Background: an optimization exercise with open tools, aiming at small area and a short achievable clock period. Do not read the settings as production practice.
For this run, only the layout was checked, not whether the RTL still works.
Power is estimated from default activity; no workload was simulated.

==> design/flow/design.v <==
module ternary_sum_nine #(
    parameter WIDTH = 32
) (
    input clk,
    input [WIDTH-1:0] i0,
    input [WIDTH-1:0] i1,
    input [WIDTH-1:0] i2,
    input [WIDTH-1:0] i3,
    input [WIDTH-1:0] i4,
    input [WIDTH-1:0] i5,
    input [WIDTH-1:0] i6,
    input [WIDTH-1:0] i7,
    input [WIDTH-1:0] i8,
    output [WIDTH+4-1:0] o
);
wire fs0, fc0;
wire hs0, hc0;
wire fs1, fc1;
wire fs2, fc2;
wire hs1, hc1;
wire fs3, fc3;
wire fs4, fc4;
wire fs5, fc5;
wire fs6, fc6;
wire fs7, fc7;
wire fs8, fc8;
wire fs9, fc9;
wire fs10, fc10;
wire fs11, fc11;
wire fs12, fc12;
wire fs13, fc13;
wire fs14, fc14;
wire fs15, fc15;
wire fs16, fc16;
wire fs17, fc17;
wire fs18, fc18;
wire fs19, fc19;
wire fs20, fc20;
wire fs21, fc21;
wire fs22, fc22;
wire fs23, fc23;
wire fs24, fc24;
wire fs25, fc25;
wire fs26, fc26;
wire fs27, fc27;
wire fs28, fc28;
wire fs29, fc29;
wire fs30, fc30;
wire fs31, fc31;
wire fs32, fc32;
wire fs33, fc33;
wire fs34, fc34;
wire fs35, fc35;
wire fs36, fc36;
wire fs37, fc37;
wire fs38, fc38;
wire fs39, fc39;
wire fs40, fc40;
wire fs41, fc41;
wire fs42, fc42;
wire fs43, fc43;
wire fs44, fc44;
wire fs45, fc45;
wire fs46, fc46;
wire fs47, fc47;
wire fs48, fc48;
wire fs49, fc49;
wire fs50, fc50;
wire fs51, fc51;
wire fs52, fc52;
wire fs53, fc53;
wire fs54, fc54;
wire fs55, fc55;
wire fs56, fc56;
wire fs57, fc57;
wire fs58, fc58;
wire fs59, fc59;
wire fs60, fc60;
wire fs61, fc61;
wire fs62, fc62;
wire fs63, fc63;
wire fs64, fc64;
wire fs65, fc65;
wire fs66, fc66;
wire fs67, fc67;
wire fs68, fc68;
wire fs69, fc69;
wire fs70, fc70;
wire fs71, fc71;
wire fs72, fc72;
wire fs73, fc73;
wire fs74, fc74;
wire fs75, fc75;
wire fs76, fc76;
wire fs77, fc77;
wire fs78, fc78;
wire fs79, fc79;
wire fs80, fc80;
wire fs81, fc81;
wire fs82, fc82;
wire fs83, fc83;
wire fs84, fc84;
wire fs85, fc85;
wire fs86, fc86;
wire fs87, fc87;
wire fs88, fc88;
wire fs89, fc89;
wire fs90, fc90;
wire fs91, fc91;
wire fs92, fc92;
wire fs93, fc93;
wire fs94, fc94;
wire hs2, hc2;
wire fs95, fc95;
wire fs96, fc96;
wire fs97, fc97;
wire fs98, fc98;
wire fs99, fc99;
wire fs100, fc100;
wire fs101, fc101;
wire fs102, fc102;
wire fs103, fc103;
wire fs104, fc104;
wire fs105, fc105;
wire fs106, fc106;
wire fs107, fc107;
wire fs108, fc108;
wire fs109, fc109;
wire fs110, fc110;
wire fs111, fc111;
wire fs112, fc112;
wire fs113, fc113;
wire fs114, fc114;
wire fs115, fc115;
wire fs116, fc116;
wire fs117, fc117;
wire fs118, fc118;
wire fs119, fc119;
wire fs120, fc120;
wire fs121, fc121;
wire fs122, fc122;
wire fs123, fc123;
wire fs124, fc124;
wire fs125, fc125;
wire fs126, fc126;
wire fs127, fc127;
wire fs128, fc128;
wire fs129, fc129;
wire fs130, fc130;
wire fs131, fc131;
wire fs132, fc132;
wire fs133, fc133;
wire fs134, fc134;
wire fs135, fc135;
wire fs136, fc136;
wire fs137, fc137;
wire fs138, fc138;
wire fs139, fc139;
wire fs140, fc140;
wire fs141, fc141;
wire fs142, fc142;
wire fs143, fc143;
wire fs144, fc144;
wire fs145, fc145;
wire fs146, fc146;
wire fs147, fc147;
wire fs148, fc148;
wire fs149, fc149;
wire fs150, fc150;
wire fs151, fc151;
wire fs152, fc152;
wire fs153, fc153;
wire fs154, fc154;
wire hs3, hc3;
wire hs4, hc4;
wire fs155, fc155;
wire fs156, fc156;
wire fs157, fc157;
wire fs158, fc158;
wire fs159, fc159;
wire fs160, fc160;
wire fs161, fc161;
wire fs162, fc162;
wire fs163, fc163;
wire fs164, fc164;
wire fs165, fc165;
wire fs166, fc166;
wire fs167, fc167;
wire fs168, fc168;
wire fs169, fc169;
wire fs170, fc170;
wire fs171, fc171;
wire fs172, fc172;
wire fs173, fc173;
wire fs174, fc174;
wire fs175, fc175;
wire fs176, fc176;
wire fs177, fc177;
wire fs178, fc178;
wire fs179, fc179;
wire fs180, fc180;
wire fs181, fc181;
wire fs182, fc182;
wire fs183, fc183;
wire fs184, fc184;
wire fs185, fc185;
wire fs186, fc186;
reg r1_c0_0;
reg r1_c0_1;
reg r1_c0_2;
reg r1_c1_0;
reg r1_c1_1;
reg r1_c1_2;
reg r1_c2_0;
reg r1_c2_1;
reg r1_c2_2;
reg r1_c3_0;
reg r1_c3_1;
reg r1_c3_2;
reg r1_c4_0;
reg r1_c4_1;
reg r1_c4_2;
reg r1_c5_0;
reg r1_c5_1;
reg r1_c5_2;
reg r1_c6_0;
reg r1_c6_1;
reg r1_c6_2;
reg r1_c7_0;
reg r1_c7_1;
reg r1_c7_2;
reg r1_c8_0;
reg r1_c8_1;
reg r1_c8_2;
reg r1_c9_0;
reg r1_c9_1;
reg r1_c9_2;
reg r1_c10_0;
reg r1_c10_1;
reg r1_c10_2;
reg r1_c11_0;
reg r1_c11_1;
reg r1_c11_2;
reg r1_c12_0;
reg r1_c12_1;
reg r1_c12_2;
reg r1_c13_0;
reg r1_c13_1;
reg r1_c13_2;
reg r1_c14_0;
reg r1_c14_1;
reg r1_c14_2;
reg r1_c15_0;
reg r1_c15_1;
reg r1_c15_2;
reg r1_c16_0;
reg r1_c16_1;
reg r1_c16_2;
reg r1_c17_0;
reg r1_c17_1;
reg r1_c17_2;
reg r1_c18_0;
reg r1_c18_1;
reg r1_c18_2;
reg r1_c19_0;
reg r1_c19_1;
reg r1_c19_2;
reg r1_c20_0;
reg r1_c20_1;
reg r1_c20_2;
reg r1_c21_0;
reg r1_c21_1;
reg r1_c21_2;
reg r1_c22_0;
reg r1_c22_1;
reg r1_c22_2;
reg r1_c23_0;
reg r1_c23_1;
reg r1_c23_2;
reg r1_c24_0;
reg r1_c24_1;
reg r1_c24_2;
reg r1_c25_0;
reg r1_c25_1;
reg r1_c25_2;
reg r1_c26_0;
reg r1_c26_1;
reg r1_c26_2;
reg r1_c27_0;
reg r1_c27_1;
reg r1_c27_2;
reg r1_c28_0;
reg r1_c28_1;
reg r1_c28_2;
reg r1_c29_0;
reg r1_c29_1;
reg r1_c29_2;
reg r1_c30_0;
reg r1_c30_1;
reg r1_c30_2;
reg r1_c31_0;
reg r1_c31_1;
reg r1_c31_2;
reg r1_c32_0;
reg r1_c32_1;
reg r1_c32_2;
reg r1_c33_0;
reg r1_c33_1;
wire hs5, hc5;
wire fs187, fc187;
wire fs188, fc188;
wire fs189, fc189;
wire fs190, fc190;
wire fs191, fc191;
wire fs192, fc192;
wire fs193, fc193;
wire fs194, fc194;
wire fs195, fc195;
wire fs196, fc196;
wire fs197, fc197;
wire fs198, fc198;
wire fs199, fc199;
wire fs200, fc200;
wire fs201, fc201;
wire fs202, fc202;
wire fs203, fc203;
wire fs204, fc204;
wire fs205, fc205;
wire fs206, fc206;
wire fs207, fc207;
wire fs208, fc208;
wire fs209, fc209;
wire fs210, fc210;
wire fs211, fc211;
wire fs212, fc212;
wire fs213, fc213;
wire fs214, fc214;
wire fs215, fc215;
wire fs216, fc216;
wire fs217, fc217;
wire fs218, fc218;
wire hs6, hc6;
wire [35:0] row_a, row_b;
reg [35:0] o_r;
assign {fc0, fs0} = i0[0] + i1[0] + i2[0];
assign hs0 = i3[0] ^ i4[0];
assign hc0 = i3[0] & i4[0];
assign {fc1, fs1} = i0[1] + i1[1] + i2[1];
assign {fc2, fs2} = i3[1] + i4[1] + i5[1];
assign hs1 = i6[1] ^ i7[1];
assign hc1 = i6[1] & i7[1];
assign {fc3, fs3} = i0[2] + i1[2] + i2[2];
assign {fc4, fs4} = i3[2] + i4[2] + i5[2];
assign {fc5, fs5} = i6[2] + i7[2] + i8[2];
assign {fc6, fs6} = i0[3] + i1[3] + i2[3];
assign {fc7, fs7} = i3[3] + i4[3] + i5[3];
assign {fc8, fs8} = i6[3] + i7[3] + i8[3];
assign {fc9, fs9} = i0[4] + i1[4] + i2[4];
assign {fc10, fs10} = i3[4] + i4[4] + i5[4];
assign {fc11, fs11} = i6[4] + i7[4] + i8[4];
assign {fc12, fs12} = i0[5] + i1[5] + i2[5];
assign {fc13, fs13} = i3[5] + i4[5] + i5[5];
assign {fc14, fs14} = i6[5] + i7[5] + i8[5];
assign {fc15, fs15} = i0[6] + i1[6] + i2[6];
assign {fc16, fs16} = i3[6] + i4[6] + i5[6];
assign {fc17, fs17} = i6[6] + i7[6] + i8[6];
assign {fc18, fs18} = i0[7] + i1[7] + i2[7];
assign {fc19, fs19} = i3[7] + i4[7] + i5[7];
assign {fc20, fs20} = i6[7] + i7[7] + i8[7];
assign {fc21, fs21} = i0[8] + i1[8] + i2[8];
assign {fc22, fs22} = i3[8] + i4[8] + i5[8];
assign {fc23, fs23} = i6[8] + i7[8] + i8[8];
assign {fc24, fs24} = i0[9] + i1[9] + i2[9];
assign {fc25, fs25} = i3[9] + i4[9] + i5[9];
assign {fc26, fs26} = i6[9] + i7[9] + i8[9];
assign {fc27, fs27} = i0[10] + i1[10] + i2[10];
assign {fc28, fs28} = i3[10] + i4[10] + i5[10];
assign {fc29, fs29} = i6[10] + i7[10] + i8[10];
assign {fc30, fs30} = i0[11] + i1[11] + i2[11];
assign {fc31, fs31} = i3[11] + i4[11] + i5[11];
assign {fc32, fs32} = i6[11] + i7[11] + i8[11];
assign {fc33, fs33} = i0[12] + i1[12] + i2[12];
assign {fc34, fs34} = i3[12] + i4[12] + i5[12];
assign {fc35, fs35} = i6[12] + i7[12] + i8[12];
assign {fc36, fs36} = i0[13] + i1[13] + i2[13];
assign {fc37, fs37} = i3[13] + i4[13] + i5[13];
assign {fc38, fs38} = i6[13] + i7[13] + i8[13];
assign {fc39, fs39} = i0[14] + i1[14] + i2[14];
assign {fc40, fs40} = i3[14] + i4[14] + i5[14];
assign {fc41, fs41} = i6[14] + i7[14] + i8[14];
assign {fc42, fs42} = i0[15] + i1[15] + i2[15];
assign {fc43, fs43} = i3[15] + i4[15] + i5[15];
assign {fc44, fs44} = i6[15] + i7[15] + i8[15];
assign {fc45, fs45} = i0[16] + i1[16] + i2[16];
assign {fc46, fs46} = i3[16] + i4[16] + i5[16];
assign {fc47, fs47} = i6[16] + i7[16] + i8[16];
assign {fc48, fs48} = i0[17] + i1[17] + i2[17];
assign {fc49, fs49} = i3[17] + i4[17] + i5[17];
assign {fc50, fs50} = i6[17] + i7[17] + i8[17];
assign {fc51, fs51} = i0[18] + i1[18] + i2[18];
assign {fc52, fs52} = i3[18] + i4[18] + i5[18];
assign {fc53, fs53} = i6[18] + i7[18] + i8[18];
assign {fc54, fs54} = i0[19] + i1[19] + i2[19];
assign {fc55, fs55} = i3[19] + i4[19] + i5[19];
assign {fc56, fs56} = i6[19] + i7[19] + i8[19];
assign {fc57, fs57} = i0[20] + i1[20] + i2[20];
assign {fc58, fs58} = i3[20] + i4[20] + i5[20];
assign {fc59, fs59} = i6[20] + i7[20] + i8[20];
assign {fc60, fs60} = i0[21] + i1[21] + i2[21];
assign {fc61, fs61} = i3[21] + i4[21] + i5[21];
assign {fc62, fs62} = i6[21] + i7[21] + i8[21];
assign {fc63, fs63} = i0[22] + i1[22] + i2[22];
assign {fc64, fs64} = i3[22] + i4[22] + i5[22];
assign {fc65, fs65} = i6[22] + i7[22] + i8[22];
assign {fc66, fs66} = i0[23] + i1[23] + i2[23];
assign {fc67, fs67} = i3[23] + i4[23] + i5[23];
assign {fc68, fs68} = i6[23] + i7[23] + i8[23];
assign {fc69, fs69} = i0[24] + i1[24] + i2[24];
assign {fc70, fs70} = i3[24] + i4[24] + i5[24];
assign {fc71, fs71} = i6[24] + i7[24] + i8[24];
assign {fc72, fs72} = i0[25] + i1[25] + i2[25];
assign {fc73, fs73} = i3[25] + i4[25] + i5[25];
assign {fc74, fs74} = i6[25] + i7[25] + i8[25];
assign {fc75, fs75} = i0[26] + i1[26] + i2[26];
assign {fc76, fs76} = i3[26] + i4[26] + i5[26];
assign {fc77, fs77} = i6[26] + i7[26] + i8[26];
assign {fc78, fs78} = i0[27] + i1[27] + i2[27];
assign {fc79, fs79} = i3[27] + i4[27] + i5[27];
assign {fc80, fs80} = i6[27] + i7[27] + i8[27];
assign {fc81, fs81} = i0[28] + i1[28] + i2[28];
assign {fc82, fs82} = i3[28] + i4[28] + i5[28];
assign {fc83, fs83} = i6[28] + i7[28] + i8[28];
assign {fc84, fs84} = i0[29] + i1[29] + i2[29];
assign {fc85, fs85} = i3[29] + i4[29] + i5[29];
assign {fc86, fs86} = i6[29] + i7[29] + i8[29];
assign {fc87, fs87} = i0[30] + i1[30] + i2[30];
assign {fc88, fs88} = i3[30] + i4[30] + i5[30];
assign {fc89, fs89} = i6[30] + i7[30] + i8[30];
assign {fc90, fs90} = i0[31] + i1[31] + i2[31];
assign {fc91, fs91} = i3[31] + i4[31] + i5[31];
assign {fc92, fs92} = i6[31] + i7[31] + i8[31];
assign {fc93, fs93} = fs0 + hs0 + i5[0];
assign {fc94, fs94} = fs1 + fs2 + hs1;
assign hs2 = i8[1] ^ fc0;
assign hc2 = i8[1] & fc0;
assign {fc95, fs95} = fs3 + fs4 + fs5;
assign {fc96, fs96} = fc1 + fc2 + hc1;
assign {fc97, fs97} = fs6 + fs7 + fs8;
assign {fc98, fs98} = fc3 + fc4 + fc5;
assign {fc99, fs99} = fs9 + fs10 + fs11;
assign {fc100, fs100} = fc6 + fc7 + fc8;
assign {fc101, fs101} = fs12 + fs13 + fs14;
assign {fc102, fs102} = fc9 + fc10 + fc11;
assign {fc103, fs103} = fs15 + fs16 + fs17;
assign {fc104, fs104} = fc12 + fc13 + fc14;
assign {fc105, fs105} = fs18 + fs19 + fs20;
assign {fc106, fs106} = fc15 + fc16 + fc17;
assign {fc107, fs107} = fs21 + fs22 + fs23;
assign {fc108, fs108} = fc18 + fc19 + fc20;
assign {fc109, fs109} = fs24 + fs25 + fs26;
assign {fc110, fs110} = fc21 + fc22 + fc23;
assign {fc111, fs111} = fs27 + fs28 + fs29;
assign {fc112, fs112} = fc24 + fc25 + fc26;
assign {fc113, fs113} = fs30 + fs31 + fs32;
assign {fc114, fs114} = fc27 + fc28 + fc29;
assign {fc115, fs115} = fs33 + fs34 + fs35;
assign {fc116, fs116} = fc30 + fc31 + fc32;
assign {fc117, fs117} = fs36 + fs37 + fs38;
assign {fc118, fs118} = fc33 + fc34 + fc35;
assign {fc119, fs119} = fs39 + fs40 + fs41;
assign {fc120, fs120} = fc36 + fc37 + fc38;
assign {fc121, fs121} = fs42 + fs43 + fs44;
assign {fc122, fs122} = fc39 + fc40 + fc41;
assign {fc123, fs123} = fs45 + fs46 + fs47;
assign {fc124, fs124} = fc42 + fc43 + fc44;
assign {fc125, fs125} = fs48 + fs49 + fs50;
assign {fc126, fs126} = fc45 + fc46 + fc47;
assign {fc127, fs127} = fs51 + fs52 + fs53;
assign {fc128, fs128} = fc48 + fc49 + fc50;
assign {fc129, fs129} = fs54 + fs55 + fs56;
assign {fc130, fs130} = fc51 + fc52 + fc53;
assign {fc131, fs131} = fs57 + fs58 + fs59;
assign {fc132, fs132} = fc54 + fc55 + fc56;
assign {fc133, fs133} = fs60 + fs61 + fs62;
assign {fc134, fs134} = fc57 + fc58 + fc59;
assign {fc135, fs135} = fs63 + fs64 + fs65;
assign {fc136, fs136} = fc60 + fc61 + fc62;
assign {fc137, fs137} = fs66 + fs67 + fs68;
assign {fc138, fs138} = fc63 + fc64 + fc65;
assign {fc139, fs139} = fs69 + fs70 + fs71;
assign {fc140, fs140} = fc66 + fc67 + fc68;
assign {fc141, fs141} = fs72 + fs73 + fs74;
assign {fc142, fs142} = fc69 + fc70 + fc71;
assign {fc143, fs143} = fs75 + fs76 + fs77;
assign {fc144, fs144} = fc72 + fc73 + fc74;
assign {fc145, fs145} = fs78 + fs79 + fs80;
assign {fc146, fs146} = fc75 + fc76 + fc77;
assign {fc147, fs147} = fs81 + fs82 + fs83;
assign {fc148, fs148} = fc78 + fc79 + fc80;
assign {fc149, fs149} = fs84 + fs85 + fs86;
assign {fc150, fs150} = fc81 + fc82 + fc83;
assign {fc151, fs151} = fs87 + fs88 + fs89;
assign {fc152, fs152} = fc84 + fc85 + fc86;
assign {fc153, fs153} = fs90 + fs91 + fs92;
assign {fc154, fs154} = fc87 + fc88 + fc89;
assign hs3 = fc90 ^ fc91;
assign hc3 = fc90 & fc91;
assign hs4 = fs93 ^ i6[0];
assign hc4 = fs93 & i6[0];
assign {fc155, fs155} = fs94 + hs2 + hc0;
assign {fc156, fs156} = fs95 + fs96 + fc94;
assign {fc157, fs157} = fs97 + fs98 + fc95;
assign {fc158, fs158} = fs99 + fs100 + fc97;
assign {fc159, fs159} = fs101 + fs102 + fc99;
assign {fc160, fs160} = fs103 + fs104 + fc101;
assign {fc161, fs161} = fs105 + fs106 + fc103;
assign {fc162, fs162} = fs107 + fs108 + fc105;
assign {fc163, fs163} = fs109 + fs110 + fc107;
assign {fc164, fs164} = fs111 + fs112 + fc109;
assign {fc165, fs165} = fs113 + fs114 + fc111;
assign {fc166, fs166} = fs115 + fs116 + fc113;
assign {fc167, fs167} = fs117 + fs118 + fc115;
assign {fc168, fs168} = fs119 + fs120 + fc117;
assign {fc169, fs169} = fs121 + fs122 + fc119;
assign {fc170, fs170} = fs123 + fs124 + fc121;
assign {fc171, fs171} = fs125 + fs126 + fc123;
assign {fc172, fs172} = fs127 + fs128 + fc125;
assign {fc173, fs173} = fs129 + fs130 + fc127;
assign {fc174, fs174} = fs131 + fs132 + fc129;
assign {fc175, fs175} = fs133 + fs134 + fc131;
assign {fc176, fs176} = fs135 + fs136 + fc133;
assign {fc177, fs177} = fs137 + fs138 + fc135;
assign {fc178, fs178} = fs139 + fs140 + fc137;
assign {fc179, fs179} = fs141 + fs142 + fc139;
assign {fc180, fs180} = fs143 + fs144 + fc141;
assign {fc181, fs181} = fs145 + fs146 + fc143;
assign {fc182, fs182} = fs147 + fs148 + fc145;
assign {fc183, fs183} = fs149 + fs150 + fc147;
assign {fc184, fs184} = fs151 + fs152 + fc149;
assign {fc185, fs185} = fs153 + fs154 + fc151;
assign {fc186, fs186} = hs3 + fc92 + fc153;
assign hs5 = r1_c0_0 ^ r1_c0_1;
assign hc5 = r1_c0_0 & r1_c0_1;
assign {fc187, fs187} = r1_c1_0 + r1_c1_1 + r1_c1_2;
assign {fc188, fs188} = r1_c2_0 + r1_c2_1 + r1_c2_2;
assign {fc189, fs189} = r1_c3_0 + r1_c3_1 + r1_c3_2;
assign {fc190, fs190} = r1_c4_0 + r1_c4_1 + r1_c4_2;
assign {fc191, fs191} = r1_c5_0 + r1_c5_1 + r1_c5_2;
assign {fc192, fs192} = r1_c6_0 + r1_c6_1 + r1_c6_2;
assign {fc193, fs193} = r1_c7_0 + r1_c7_1 + r1_c7_2;
assign {fc194, fs194} = r1_c8_0 + r1_c8_1 + r1_c8_2;
assign {fc195, fs195} = r1_c9_0 + r1_c9_1 + r1_c9_2;
assign {fc196, fs196} = r1_c10_0 + r1_c10_1 + r1_c10_2;
assign {fc197, fs197} = r1_c11_0 + r1_c11_1 + r1_c11_2;
assign {fc198, fs198} = r1_c12_0 + r1_c12_1 + r1_c12_2;
assign {fc199, fs199} = r1_c13_0 + r1_c13_1 + r1_c13_2;
assign {fc200, fs200} = r1_c14_0 + r1_c14_1 + r1_c14_2;
assign {fc201, fs201} = r1_c15_0 + r1_c15_1 + r1_c15_2;
assign {fc202, fs202} = r1_c16_0 + r1_c16_1 + r1_c16_2;
assign {fc203, fs203} = r1_c17_0 + r1_c17_1 + r1_c17_2;
assign {fc204, fs204} = r1_c18_0 + r1_c18_1 + r1_c18_2;
assign {fc205, fs205} = r1_c19_0 + r1_c19_1 + r1_c19_2;
assign {fc206, fs206} = r1_c20_0 + r1_c20_1 + r1_c20_2;
assign {fc207, fs207} = r1_c21_0 + r1_c21_1 + r1_c21_2;
assign {fc208, fs208} = r1_c22_0 + r1_c22_1 + r1_c22_2;
assign {fc209, fs209} = r1_c23_0 + r1_c23_1 + r1_c23_2;
assign {fc210, fs210} = r1_c24_0 + r1_c24_1 + r1_c24_2;
assign {fc211, fs211} = r1_c25_0 + r1_c25_1 + r1_c25_2;
assign {fc212, fs212} = r1_c26_0 + r1_c26_1 + r1_c26_2;
assign {fc213, fs213} = r1_c27_0 + r1_c27_1 + r1_c27_2;
assign {fc214, fs214} = r1_c28_0 + r1_c28_1 + r1_c28_2;
assign {fc215, fs215} = r1_c29_0 + r1_c29_1 + r1_c29_2;
assign {fc216, fs216} = r1_c30_0 + r1_c30_1 + r1_c30_2;
assign {fc217, fs217} = r1_c31_0 + r1_c31_1 + r1_c31_2;
assign {fc218, fs218} = r1_c32_0 + r1_c32_1 + r1_c32_2;
assign hs6 = r1_c33_0 ^ r1_c33_1;
assign hc6 = r1_c33_0 & r1_c33_1;
assign row_a = {1'b0, hc6, hs6, fs218, fs217, fs216, fs215, fs214, fs213, fs212, fs211, fs210, fs209, fs208, fs207, fs206, fs205, fs204, fs203, fs202, fs201, fs200, fs199, fs198, fs197, fs196, fs195, fs194, fs193, fs192, fs191, fs190, fs189, fs188, fs187, hs5};
assign row_b = {1'b0, 1'b0, fc218, fc217, fc216, fc215, fc214, fc213, fc212, fc211, fc210, fc209, fc208, fc207, fc206, fc205, fc204, fc203, fc202, fc201, fc200, fc199, fc198, fc197, fc196, fc195, fc194, fc193, fc192, fc191, fc190, fc189, fc188, fc187, hc5, r1_c0_2};
wire [35:0] cpa_sum;
wire [35:0] pg_g0, pg_p0;
assign pg_g0 = row_a & row_b;
assign pg_p0 = row_a ^ row_b;
wire gx1_1, px1_1;
assign gx1_1 = pg_g0[1] | (pg_p0[1] & pg_g0[0]);
wire gx1_3, px1_3;
assign gx1_3 = pg_g0[3] | (pg_p0[3] & pg_g0[2]);
assign px1_3 = pg_p0[3] & pg_p0[2];
wire gx1_5, px1_5;
assign gx1_5 = pg_g0[5] | (pg_p0[5] & pg_g0[4]);
assign px1_5 = pg_p0[5] & pg_p0[4];
wire gx1_7, px1_7;
assign gx1_7 = pg_g0[7] | (pg_p0[7] & pg_g0[6]);
assign px1_7 = pg_p0[7] & pg_p0[6];
wire gx1_9, px1_9;
assign gx1_9 = pg_g0[9] | (pg_p0[9] & pg_g0[8]);
assign px1_9 = pg_p0[9] & pg_p0[8];
wire gx1_11, px1_11;
assign gx1_11 = pg_g0[11] | (pg_p0[11] & pg_g0[10]);
assign px1_11 = pg_p0[11] & pg_p0[10];
wire gx1_13, px1_13;
assign gx1_13 = pg_g0[13] | (pg_p0[13] & pg_g0[12]);
assign px1_13 = pg_p0[13] & pg_p0[12];
wire gx1_15, px1_15;
assign gx1_15 = pg_g0[15] | (pg_p0[15] & pg_g0[14]);
assign px1_15 = pg_p0[15] & pg_p0[14];
wire gx1_17, px1_17;
assign gx1_17 = pg_g0[17] | (pg_p0[17] & pg_g0[16]);
assign px1_17 = pg_p0[17] & pg_p0[16];
wire gx1_19, px1_19;
assign gx1_19 = pg_g0[19] | (pg_p0[19] & pg_g0[18]);
assign px1_19 = pg_p0[19] & pg_p0[18];
wire gx1_21, px1_21;
assign gx1_21 = pg_g0[21] | (pg_p0[21] & pg_g0[20]);
assign px1_21 = pg_p0[21] & pg_p0[20];
wire gx1_23, px1_23;
assign gx1_23 = pg_g0[23] | (pg_p0[23] & pg_g0[22]);
assign px1_23 = pg_p0[23] & pg_p0[22];
wire gx1_25, px1_25;
assign gx1_25 = pg_g0[25] | (pg_p0[25] & pg_g0[24]);
assign px1_25 = pg_p0[25] & pg_p0[24];
wire gx1_27, px1_27;
assign gx1_27 = pg_g0[27] | (pg_p0[27] & pg_g0[26]);
assign px1_27 = pg_p0[27] & pg_p0[26];
wire gx1_29, px1_29;
assign gx1_29 = pg_g0[29] | (pg_p0[29] & pg_g0[28]);
assign px1_29 = pg_p0[29] & pg_p0[28];
wire gx1_31, px1_31;
assign gx1_31 = pg_g0[31] | (pg_p0[31] & pg_g0[30]);
assign px1_31 = pg_p0[31] & pg_p0[30];
wire gx1_33, px1_33;
assign gx1_33 = pg_g0[33] | (pg_p0[33] & pg_g0[32]);
assign px1_33 = pg_p0[33] & pg_p0[32];
wire gx1_35, px1_35;
assign gx1_35 = pg_g0[35] | (pg_p0[35] & pg_g0[34]);
assign px1_35 = pg_p0[35] & pg_p0[34];
wire gx2_2, px2_2;
assign gx2_2 = pg_g0[2] | (pg_p0[2] & gx1_1);
wire gx2_3, px2_3;
assign gx2_3 = gx1_3 | (px1_3 & gx1_1);
wire gx2_6, px2_6;
assign gx2_6 = pg_g0[6] | (pg_p0[6] & gx1_5);
assign px2_6 = pg_p0[6] & px1_5;
wire gx2_7, px2_7;
assign gx2_7 = gx1_7 | (px1_7 & gx1_5);
assign px2_7 = px1_7 & px1_5;
wire gx2_10, px2_10;
assign gx2_10 = pg_g0[10] | (pg_p0[10] & gx1_9);
assign px2_10 = pg_p0[10] & px1_9;
wire gx2_11, px2_11;
assign gx2_11 = gx1_11 | (px1_11 & gx1_9);
assign px2_11 = px1_11 & px1_9;
wire gx2_14, px2_14;
assign gx2_14 = pg_g0[14] | (pg_p0[14] & gx1_13);
assign px2_14 = pg_p0[14] & px1_13;
wire gx2_15, px2_15;
assign gx2_15 = gx1_15 | (px1_15 & gx1_13);
assign px2_15 = px1_15 & px1_13;
wire gx2_18, px2_18;
assign gx2_18 = pg_g0[18] | (pg_p0[18] & gx1_17);
assign px2_18 = pg_p0[18] & px1_17;
wire gx2_19, px2_19;
assign gx2_19 = gx1_19 | (px1_19 & gx1_17);
assign px2_19 = px1_19 & px1_17;
wire gx2_22, px2_22;
assign gx2_22 = pg_g0[22] | (pg_p0[22] & gx1_21);
assign px2_22 = pg_p0[22] & px1_21;
wire gx2_23, px2_23;
assign gx2_23 = gx1_23 | (px1_23 & gx1_21);
assign px2_23 = px1_23 & px1_21;
wire gx2_26, px2_26;
assign gx2_26 = pg_g0[26] | (pg_p0[26] & gx1_25);
assign px2_26 = pg_p0[26] & px1_25;
wire gx2_27, px2_27;
assign gx2_27 = gx1_27 | (px1_27 & gx1_25);
assign px2_27 = px1_27 & px1_25;
wire gx2_30, px2_30;
assign gx2_30 = pg_g0[30] | (pg_p0[30] & gx1_29);
assign px2_30 = pg_p0[30] & px1_29;
wire gx2_31, px2_31;
assign gx2_31 = gx1_31 | (px1_31 & gx1_29);
assign px2_31 = px1_31 & px1_29;
wire gx2_34, px2_34;
assign gx2_34 = pg_g0[34] | (pg_p0[34] & gx1_33);
assign px2_34 = pg_p0[34] & px1_33;
wire gx2_35, px2_35;
assign gx2_35 = gx1_35 | (px1_35 & gx1_33);
assign px2_35 = px1_35 & px1_33;
wire gx3_4, px3_4;
assign gx3_4 = pg_g0[4] | (pg_p0[4] & gx2_3);
wire gx3_5, px3_5;
assign gx3_5 = gx1_5 | (px1_5 & gx2_3);
wire gx3_6, px3_6;
assign gx3_6 = gx2_6 | (px2_6 & gx2_3);
wire gx3_7, px3_7;
assign gx3_7 = gx2_7 | (px2_7 & gx2_3);
wire gx3_12, px3_12;
assign gx3_12 = pg_g0[12] | (pg_p0[12] & gx2_11);
assign px3_12 = pg_p0[12] & px2_11;
wire gx3_13, px3_13;
assign gx3_13 = gx1_13 | (px1_13 & gx2_11);
assign px3_13 = px1_13 & px2_11;
wire gx3_14, px3_14;
assign gx3_14 = gx2_14 | (px2_14 & gx2_11);
assign px3_14 = px2_14 & px2_11;
wire gx3_15, px3_15;
assign gx3_15 = gx2_15 | (px2_15 & gx2_11);
assign px3_15 = px2_15 & px2_11;
wire gx3_20, px3_20;
assign gx3_20 = pg_g0[20] | (pg_p0[20] & gx2_19);
assign px3_20 = pg_p0[20] & px2_19;
wire gx3_21, px3_21;
assign gx3_21 = gx1_21 | (px1_21 & gx2_19);
assign px3_21 = px1_21 & px2_19;
wire gx3_22, px3_22;
assign gx3_22 = gx2_22 | (px2_22 & gx2_19);
assign px3_22 = px2_22 & px2_19;
wire gx3_23, px3_23;
assign gx3_23 = gx2_23 | (px2_23 & gx2_19);
assign px3_23 = px2_23 & px2_19;
wire gx3_28, px3_28;
assign gx3_28 = pg_g0[28] | (pg_p0[28] & gx2_27);
assign px3_28 = pg_p0[28] & px2_27;
wire gx3_29, px3_29;
assign gx3_29 = gx1_29 | (px1_29 & gx2_27);
assign px3_29 = px1_29 & px2_27;
wire gx3_30, px3_30;
assign gx3_30 = gx2_30 | (px2_30 & gx2_27);
assign px3_30 = px2_30 & px2_27;
wire gx3_31, px3_31;
assign gx3_31 = gx2_31 | (px2_31 & gx2_27);
assign px3_31 = px2_31 & px2_27;
wire gx4_8, px4_8;
assign gx4_8 = pg_g0[8] | (pg_p0[8] & gx3_7);
wire gx4_9, px4_9;
assign gx4_9 = gx1_9 | (px1_9 & gx3_7);
wire gx4_10, px4_10;
assign gx4_10 = gx2_10 | (px2_10 & gx3_7);
wire gx4_11, px4_11;
assign gx4_11 = gx2_11 | (px2_11 & gx3_7);
wire gx4_12, px4_12;
assign gx4_12 = gx3_12 | (px3_12 & gx3_7);
wire gx4_13, px4_13;
assign gx4_13 = gx3_13 | (px3_13 & gx3_7);
wire gx4_14, px4_14;
assign gx4_14 = gx3_14 | (px3_14 & gx3_7);
wire gx4_15, px4_15;
assign gx4_15 = gx3_15 | (px3_15 & gx3_7);
wire gx4_24, px4_24;
assign gx4_24 = pg_g0[24] | (pg_p0[24] & gx3_23);
assign px4_24 = pg_p0[24] & px3_23;
wire gx4_25, px4_25;
assign gx4_25 = gx1_25 | (px1_25 & gx3_23);
assign px4_25 = px1_25 & px3_23;
wire gx4_26, px4_26;
assign gx4_26 = gx2_26 | (px2_26 & gx3_23);
assign px4_26 = px2_26 & px3_23;
wire gx4_27, px4_27;
assign gx4_27 = gx2_27 | (px2_27 & gx3_23);
assign px4_27 = px2_27 & px3_23;
wire gx4_28, px4_28;
assign gx4_28 = gx3_28 | (px3_28 & gx3_23);
assign px4_28 = px3_28 & px3_23;
wire gx4_29, px4_29;
assign gx4_29 = gx3_29 | (px3_29 & gx3_23);
assign px4_29 = px3_29 & px3_23;
wire gx4_30, px4_30;
assign gx4_30 = gx3_30 | (px3_30 & gx3_23);
assign px4_30 = px3_30 & px3_23;
wire gx4_31, px4_31;
assign gx4_31 = gx3_31 | (px3_31 & gx3_23);
assign px4_31 = px3_31 & px3_23;
wire gx5_16, px5_16;
assign gx5_16 = pg_g0[16] | (pg_p0[16] & gx4_15);
wire gx5_17, px5_17;
assign gx5_17 = gx1_17 | (px1_17 & gx4_15);
wire gx5_18, px5_18;
assign gx5_18 = gx2_18 | (px2_18 & gx4_15);
wire gx5_19, px5_19;
assign gx5_19 = gx2_19 | (px2_19 & gx4_15);
wire gx5_20, px5_20;
assign gx5_20 = gx3_20 | (px3_20 & gx4_15);
wire gx5_21, px5_21;
assign gx5_21 = gx3_21 | (px3_21 & gx4_15);
wire gx5_22, px5_22;
assign gx5_22 = gx3_22 | (px3_22 & gx4_15);
wire gx5_23, px5_23;
assign gx5_23 = gx3_23 | (px3_23 & gx4_15);
wire gx5_24, px5_24;
assign gx5_24 = gx4_24 | (px4_24 & gx4_15);
wire gx5_25, px5_25;
assign gx5_25 = gx4_25 | (px4_25 & gx4_15);
wire gx5_26, px5_26;
assign gx5_26 = gx4_26 | (px4_26 & gx4_15);
wire gx5_27, px5_27;
assign gx5_27 = gx4_27 | (px4_27 & gx4_15);
wire gx5_28, px5_28;
assign gx5_28 = gx4_28 | (px4_28 & gx4_15);
wire gx5_29, px5_29;
assign gx5_29 = gx4_29 | (px4_29 & gx4_15);
wire gx5_30, px5_30;
assign gx5_30 = gx4_30 | (px4_30 & gx4_15);
wire gx5_31, px5_31;
assign gx5_31 = gx4_31 | (px4_31 & gx4_15);
wire gx6_32, px6_32;
assign gx6_32 = pg_g0[32] | (pg_p0[32] & gx5_31);
wire gx6_33, px6_33;
assign gx6_33 = gx1_33 | (px1_33 & gx5_31);
wire gx6_34, px6_34;
assign gx6_34 = gx2_34 | (px2_34 & gx5_31);
wire gx6_35, px6_35;
assign gx6_35 = gx2_35 | (px2_35 & gx5_31);
assign cpa_sum[0] = pg_p0[0];
assign cpa_sum[1] = pg_p0[1] ^ pg_g0[0];
assign cpa_sum[2] = pg_p0[2] ^ gx1_1;
assign cpa_sum[3] = pg_p0[3] ^ gx2_2;
assign cpa_sum[4] = pg_p0[4] ^ gx2_3;
assign cpa_sum[5] = pg_p0[5] ^ gx3_4;
assign cpa_sum[6] = pg_p0[6] ^ gx3_5;
assign cpa_sum[7] = pg_p0[7] ^ gx3_6;
assign cpa_sum[8] = pg_p0[8] ^ gx3_7;
assign cpa_sum[9] = pg_p0[9] ^ gx4_8;
assign cpa_sum[10] = pg_p0[10] ^ gx4_9;
assign cpa_sum[11] = pg_p0[11] ^ gx4_10;
assign cpa_sum[12] = pg_p0[12] ^ gx4_11;
assign cpa_sum[13] = pg_p0[13] ^ gx4_12;
assign cpa_sum[14] = pg_p0[14] ^ gx4_13;
assign cpa_sum[15] = pg_p0[15] ^ gx4_14;
assign cpa_sum[16] = pg_p0[16] ^ gx4_15;
assign cpa_sum[17] = pg_p0[17] ^ gx5_16;
assign cpa_sum[18] = pg_p0[18] ^ gx5_17;
assign cpa_sum[19] = pg_p0[19] ^ gx5_18;
assign cpa_sum[20] = pg_p0[20] ^ gx5_19;
assign cpa_sum[21] = pg_p0[21] ^ gx5_20;
assign cpa_sum[22] = pg_p0[22] ^ gx5_21;
assign cpa_sum[23] = pg_p0[23] ^ gx5_22;
assign cpa_sum[24] = pg_p0[24] ^ gx5_23;
assign cpa_sum[25] = pg_p0[25] ^ gx5_24;
assign cpa_sum[26] = pg_p0[26] ^ gx5_25;
assign cpa_sum[27] = pg_p0[27] ^ gx5_26;
assign cpa_sum[28] = pg_p0[28] ^ gx5_27;
assign cpa_sum[29] = pg_p0[29] ^ gx5_28;
assign cpa_sum[30] = pg_p0[30] ^ gx5_29;
assign cpa_sum[31] = pg_p0[31] ^ gx5_30;
assign cpa_sum[32] = pg_p0[32] ^ gx5_31;
assign cpa_sum[33] = pg_p0[33] ^ gx6_32;
assign cpa_sum[34] = pg_p0[34] ^ gx6_33;
assign cpa_sum[35] = pg_p0[35] ^ gx6_34;
always @(posedge clk) begin
    r1_c0_0 <= hs4;
    r1_c0_1 <= i7[0];
    r1_c0_2 <= i8[0];
    r1_c1_0 <= fs155;
    r1_c1_1 <= fc93;
    r1_c1_2 <= hc4;
    r1_c2_0 <= fs156;
    r1_c2_1 <= hc2;
    r1_c2_2 <= fc155;
    r1_c3_0 <= fs157;
    r1_c3_1 <= fc96;
    r1_c3_2 <= fc156;
    r1_c4_0 <= fs158;
    r1_c4_1 <= fc98;
    r1_c4_2 <= fc157;
    r1_c5_0 <= fs159;
    r1_c5_1 <= fc100;
    r1_c5_2 <= fc158;
    r1_c6_0 <= fs160;
    r1_c6_1 <= fc102;
    r1_c6_2 <= fc159;
    r1_c7_0 <= fs161;
    r1_c7_1 <= fc104;
    r1_c7_2 <= fc160;
    r1_c8_0 <= fs162;
    r1_c8_1 <= fc106;
    r1_c8_2 <= fc161;
    r1_c9_0 <= fs163;
    r1_c9_1 <= fc108;
    r1_c9_2 <= fc162;
    r1_c10_0 <= fs164;
    r1_c10_1 <= fc110;
    r1_c10_2 <= fc163;
    r1_c11_0 <= fs165;
    r1_c11_1 <= fc112;
    r1_c11_2 <= fc164;
    r1_c12_0 <= fs166;
    r1_c12_1 <= fc114;
    r1_c12_2 <= fc165;
    r1_c13_0 <= fs167;
    r1_c13_1 <= fc116;
    r1_c13_2 <= fc166;
    r1_c14_0 <= fs168;
    r1_c14_1 <= fc118;
    r1_c14_2 <= fc167;
    r1_c15_0 <= fs169;
    r1_c15_1 <= fc120;
    r1_c15_2 <= fc168;
    r1_c16_0 <= fs170;
    r1_c16_1 <= fc122;
    r1_c16_2 <= fc169;
    r1_c17_0 <= fs171;
    r1_c17_1 <= fc124;
    r1_c17_2 <= fc170;
    r1_c18_0 <= fs172;
    r1_c18_1 <= fc126;
    r1_c18_2 <= fc171;
    r1_c19_0 <= fs173;
    r1_c19_1 <= fc128;
    r1_c19_2 <= fc172;
    r1_c20_0 <= fs174;
    r1_c20_1 <= fc130;
    r1_c20_2 <= fc173;
    r1_c21_0 <= fs175;
    r1_c21_1 <= fc132;
    r1_c21_2 <= fc174;
    r1_c22_0 <= fs176;
    r1_c22_1 <= fc134;
    r1_c22_2 <= fc175;
    r1_c23_0 <= fs177;
    r1_c23_1 <= fc136;
    r1_c23_2 <= fc176;
    r1_c24_0 <= fs178;
    r1_c24_1 <= fc138;
    r1_c24_2 <= fc177;
    r1_c25_0 <= fs179;
    r1_c25_1 <= fc140;
    r1_c25_2 <= fc178;
    r1_c26_0 <= fs180;
    r1_c26_1 <= fc142;
    r1_c26_2 <= fc179;
    r1_c27_0 <= fs181;
    r1_c27_1 <= fc144;
    r1_c27_2 <= fc180;
    r1_c28_0 <= fs182;
    r1_c28_1 <= fc146;
    r1_c28_2 <= fc181;
    r1_c29_0 <= fs183;
    r1_c29_1 <= fc148;
    r1_c29_2 <= fc182;
    r1_c30_0 <= fs184;
    r1_c30_1 <= fc150;
    r1_c30_2 <= fc183;
    r1_c31_0 <= fs185;
    r1_c31_1 <= fc152;
    r1_c31_2 <= fc184;
    r1_c32_0 <= fs186;
    r1_c32_1 <= fc154;
    r1_c32_2 <= fc185;
    r1_c33_0 <= hc3;
    r1_c33_1 <= fc186;
    o_r <= cpa_sum;
end
assign o = o_r;
endmodule
==> design/flow/flow/run.sh <==
#!/bin/bash
set -e
export BUFFER_PORTS_ARGS="-buffer_cell sky130_fd_sc_hd__buf_1"
bash standard.sh > standard.log 2>&1
==> design/flow/standard.sh <==
#!/bin/bash
# synth_recipe.tcl (not shown) runs the flow's synth.tcl, then flattens the netlist and writes it again
# the make line also repeats each setting of config.mk as NAME=value (left out here)
make -C /OpenROAD-flow-scripts/flow DESIGN_CONFIG=/design/flow/config.mk WORK_HOME=/design/flow/orfs CLKGATE_MAP_FILE= SYNTH_SCRIPT=/design/flow/synth_recipe.tcl "${@:-finish}"
==> design/flow/config.mk <==
export PLATFORM = sky130hd
export DESIGN_NAME = ternary_sum_nine
export DESIGN_NICKNAME = ternary_sum_nine
export VERILOG_FILES = /design/flow/design.v
export SDC_FILE = /design/flow/constraint.sdc
export NUM_CORES = 4
export LEC_CHECK = 0
export ABC_CLOCK_PERIOD_IN_PS = 1800
export CAP_MARGIN = 20
export CORE_MARGIN = 2
export CORE_UTILIZATION = 60
export SLEW_MARGIN = 20
==> design/flow/constraint.sdc <==
create_clock -name core_clock -period 5.5 [get_ports {clk}]
set_input_delay 1.1000 -clock core_clock [delete_from_list [all_inputs] [get_ports {clk}]]
set_output_delay 1.1000 -clock core_clock [all_outputs]
set_load 0.01 [all_outputs]
==> flow_summary.yaml <==
sta:
  fin_crit_ns: 3.427
  clock_skew_ns: 0.006485
  tightest_slew_ns: 0.3906
  finalHoldViolCount: 0
  finalSetupTns_ns: 0
  finalSetupViolCount: 0
  slew_headroom_pct: 73.73
  rsz0062_at_grt: "false"
  fin_crit_sh_pct: 62.30
  fmax_mhz: 291.8
  slew_viol_final: 0
place:
  place.gp.congestion: 0.8942
  dp_hpwl_mm: 15.13
  port_buffers: 324
worst_setup_path:
  cpLargestDelayFamily: "adder cells"
  path_class: "register to register"
  cpMostUsedCell: "fa_1"
  crit_arrival_ns: 3.72
  path_cells: "inv_1 > fa_1 > inv_1 > fa_1 > a211oi_2 > nor3_1 > or2_1 > a21oi_4 > o21ai_2 > a221o_2 > fa_1 > xor2_1"
  max_stage_delay_ns: 0.54
  critPathMaxFanout: 4
  worst-path-buf-inv: 2
  cp.required_ns: 5.79
  slowest_stage: "fa_1"
  worst_setup_path_start_kind: "register"
  end_kind: "register"
synth:
  synth_edf_count: 0
  yosysSeqAreaShare_pct: 30.80
  yosysMostFrequentCell: "fa_1"
  avgSynthCellArea_um2: 14.75
  synth_area_leaders: "fa_1, dfxtp_1, ha_1"
  synthTopCellsByCount: "fa_1, dfxtp_1, inv_1"
  netlist_area_um2: 8906
  async_flop_share_pct: 0
  ys_warn_count: 1
  synth_top_area_share_pct: 50.58
  syn_inst: 604
  netlist.top_cell.by_area: "fa_1"
  yosysUniqueCellTypes: 45
  synthFlopType: "dfxtp_1"
  synth_seq_cells: 137
  synth_nets: 1158
floorplanning:
  die_area_um2: 15830
  std_cell_rows: 44
  coreArea_um2: 14530
  die_w_um: 125.8
  io_pins: 325
  start_util_pct: 61.28
  die_h_um: 125.8
power:
  p_int_uw: 3903
  p_leak_uw: 0.004474
  pwr-share-clk_pct: 16.6
  pwr-share-seq_pct: 25.0
  finalPower_uw: 6640
  ir_worst_vdd_v: 0.0003322
  p_switching_uw: 2737
  swShare_pct: 41.22
  power_density_nw_per_um2: 607.5
  comb_power_share_pct: 58.4
detailed_routing:
  wl_per_cell_um: 14.74
  ant_nets: 0
  drt_iter0_markers: 156
  firstDrtPassIters: 4
  num_vias: 5599
  via_per_inst: 4.894
  drc: 0
  routed_wl_mm: 16.86
run_status:
  status: "timing/DRC/antenna clean"
worst_hold_path:
  hold_path.class: "register to register"
clock_tree:
  cts_tree: "yes"
  root_buffer: "clkbuf_16"
  cts_buffers: 17
  clockBufferDepth: 2
  cts_hold_buf: 0
  cts_resized: 0
  worstSkewPairLatency_ns: 0.41
  path_clk_slew_ns: 0.06
  numClockSinks: 137
  htree_levels: 4
  cts_setup_buffers: 0
layout:
  largest_reg_flops: 36
  diodes: 0
  syn_to_final_growth_pct: 22.73
  regMostFlops: "o_r"
  layout-drive-gt1-share_pct: 4.479
  nets: 1501
global_route:
  grt_use_met1_pct: 26.83
  grtUsageMet3_pct: 5.098
  grt_overflow: 0
  antenna_found_initial: 0
  grt_pass1_wl_mm: 29.38
  grt_max_degree: 17
  use_met2_pct: 44.74
  grt_most_used_layer: "met2"
  grt.total_usage_pct: 23.71
  grt_pass1_vias: 6762
flow_run:
  cap_violations: 0
-- placed cells by master (no fill, tap or decap), types with 6 or more instances in the layout --
cell and n:
a21oi_1 12, nor2_1 16, xnor2_1 14, nor3_1 6
clkbuf_16 17, buf_1 324, a21o_1 9, nand3_1 6
fa_1 225, xor2_1 9, dfxtp_1 137, ha_1 40
inv_1 65, nand2_1 10, o21ai_0 7
-- logic make-up (layout without fill, tap and decap cells) --
group	count (synthesis)	after routing	share of synthesized area [%]
fa+ha+maj	265	265	56.20
flops	137	137	30.80
buf+inv	65	421	2.739
simple gates	57	57	3.260
xor+xnor	23	23	2.262
compound gates	57	57	4.748
-- power groups by stage --
stage / registers, µW / clock network (µW) / logic [µW]
floorplan: 1720 / 0 / 2820
CTS: 1660 / 1130 / 3940
detailed placement: 1680 / 0 / 3880
finish: 1660 / 1100 / 3880
global placement: 1670 / 0 / 3730
global route: 1700 / 1170 / 4460
-- through the flow --
step,hold WS [ns],worst slack (ns),instance area (µm²),util (%),instances
floorplan,0.4324,2.334,8906,-,604
global placement,0.4459,2.117,10350,71.23,1112
detailed placement,0.4471,2.043,10350,71.23,1112
CTS,0.4580,2.028,10930,75.21,1144
global route,0.4735,1.886,10930,75.21,1144
finish,0.4519,2.073,10930,75.21,1144
-- cell type report --
| type | instances | area (µm²) |
|---|---|---|
| well taps | 184 | 230.2 |
| clock inverters | 14 | 148.9 |
| clock buffers | 18 | 429.2 |
| repair buffers | 324 | 1216 |
| inverters | 65 | 244.0 |
| flip-flops and latches | 137 | 2743 |
| multi-input cells | 402 | 5919 |
| fillers | 994 | 3603 |
-- worst paths after layout --
| kind | end | startpoint | cells past startpoint | slack, ns |
|---|---|---|---|---|
| setup reg to reg | o_r[33] | r1_c1_0 | 12 | 2.07 |
| setup / recovery | o_r[33] | r1_c1_0 | 12 | 2.07 |
| hold / removal | o_r[0] | r1_c0_2 | 1 | 0.45 |
| hold reg to reg | o_r[0] | r1_c0_2 | 1 | 0.45 |
-- routing by layer --
metal	up-vias	wire length, µm
li1	2604	-
met1	2773	6002
met2	194	9541
met3	28	996
met4	0	319
met5	-	0

==> static timing again, ports no longer ideal <==
Ports are ideal in the flow. The routed layout listed here was re-timed in OpenROAD. Step 1, drivers: a clkbuf_16 drives clk and a buf_2 each remaining input, both assumed. Step 2 adds t to the input delays and takes it off the output delays; t is the mean of the earliest and latest rising clock arrival at the registers after step 1. Input paths then give back, and output paths get back, about the clock's delay inside the block. a / b / c = no drivers / after step 1 / after step 2; a / b = the first two.
t (ns): 0.451
slack for setup (ns): 2.073 / 2.073 / 2.073
hold slack, ns: 0.452 / 0.452 / 0.452
slew at the worst register clock pin (ns): 0.06 / 0.06
pins driven straight from the clock port: 1
After both steps setup and hold are still met in this run. For this run, drivers alone change the setup slack by 0.000 ns; drivers and shift together by 0.000 ns.
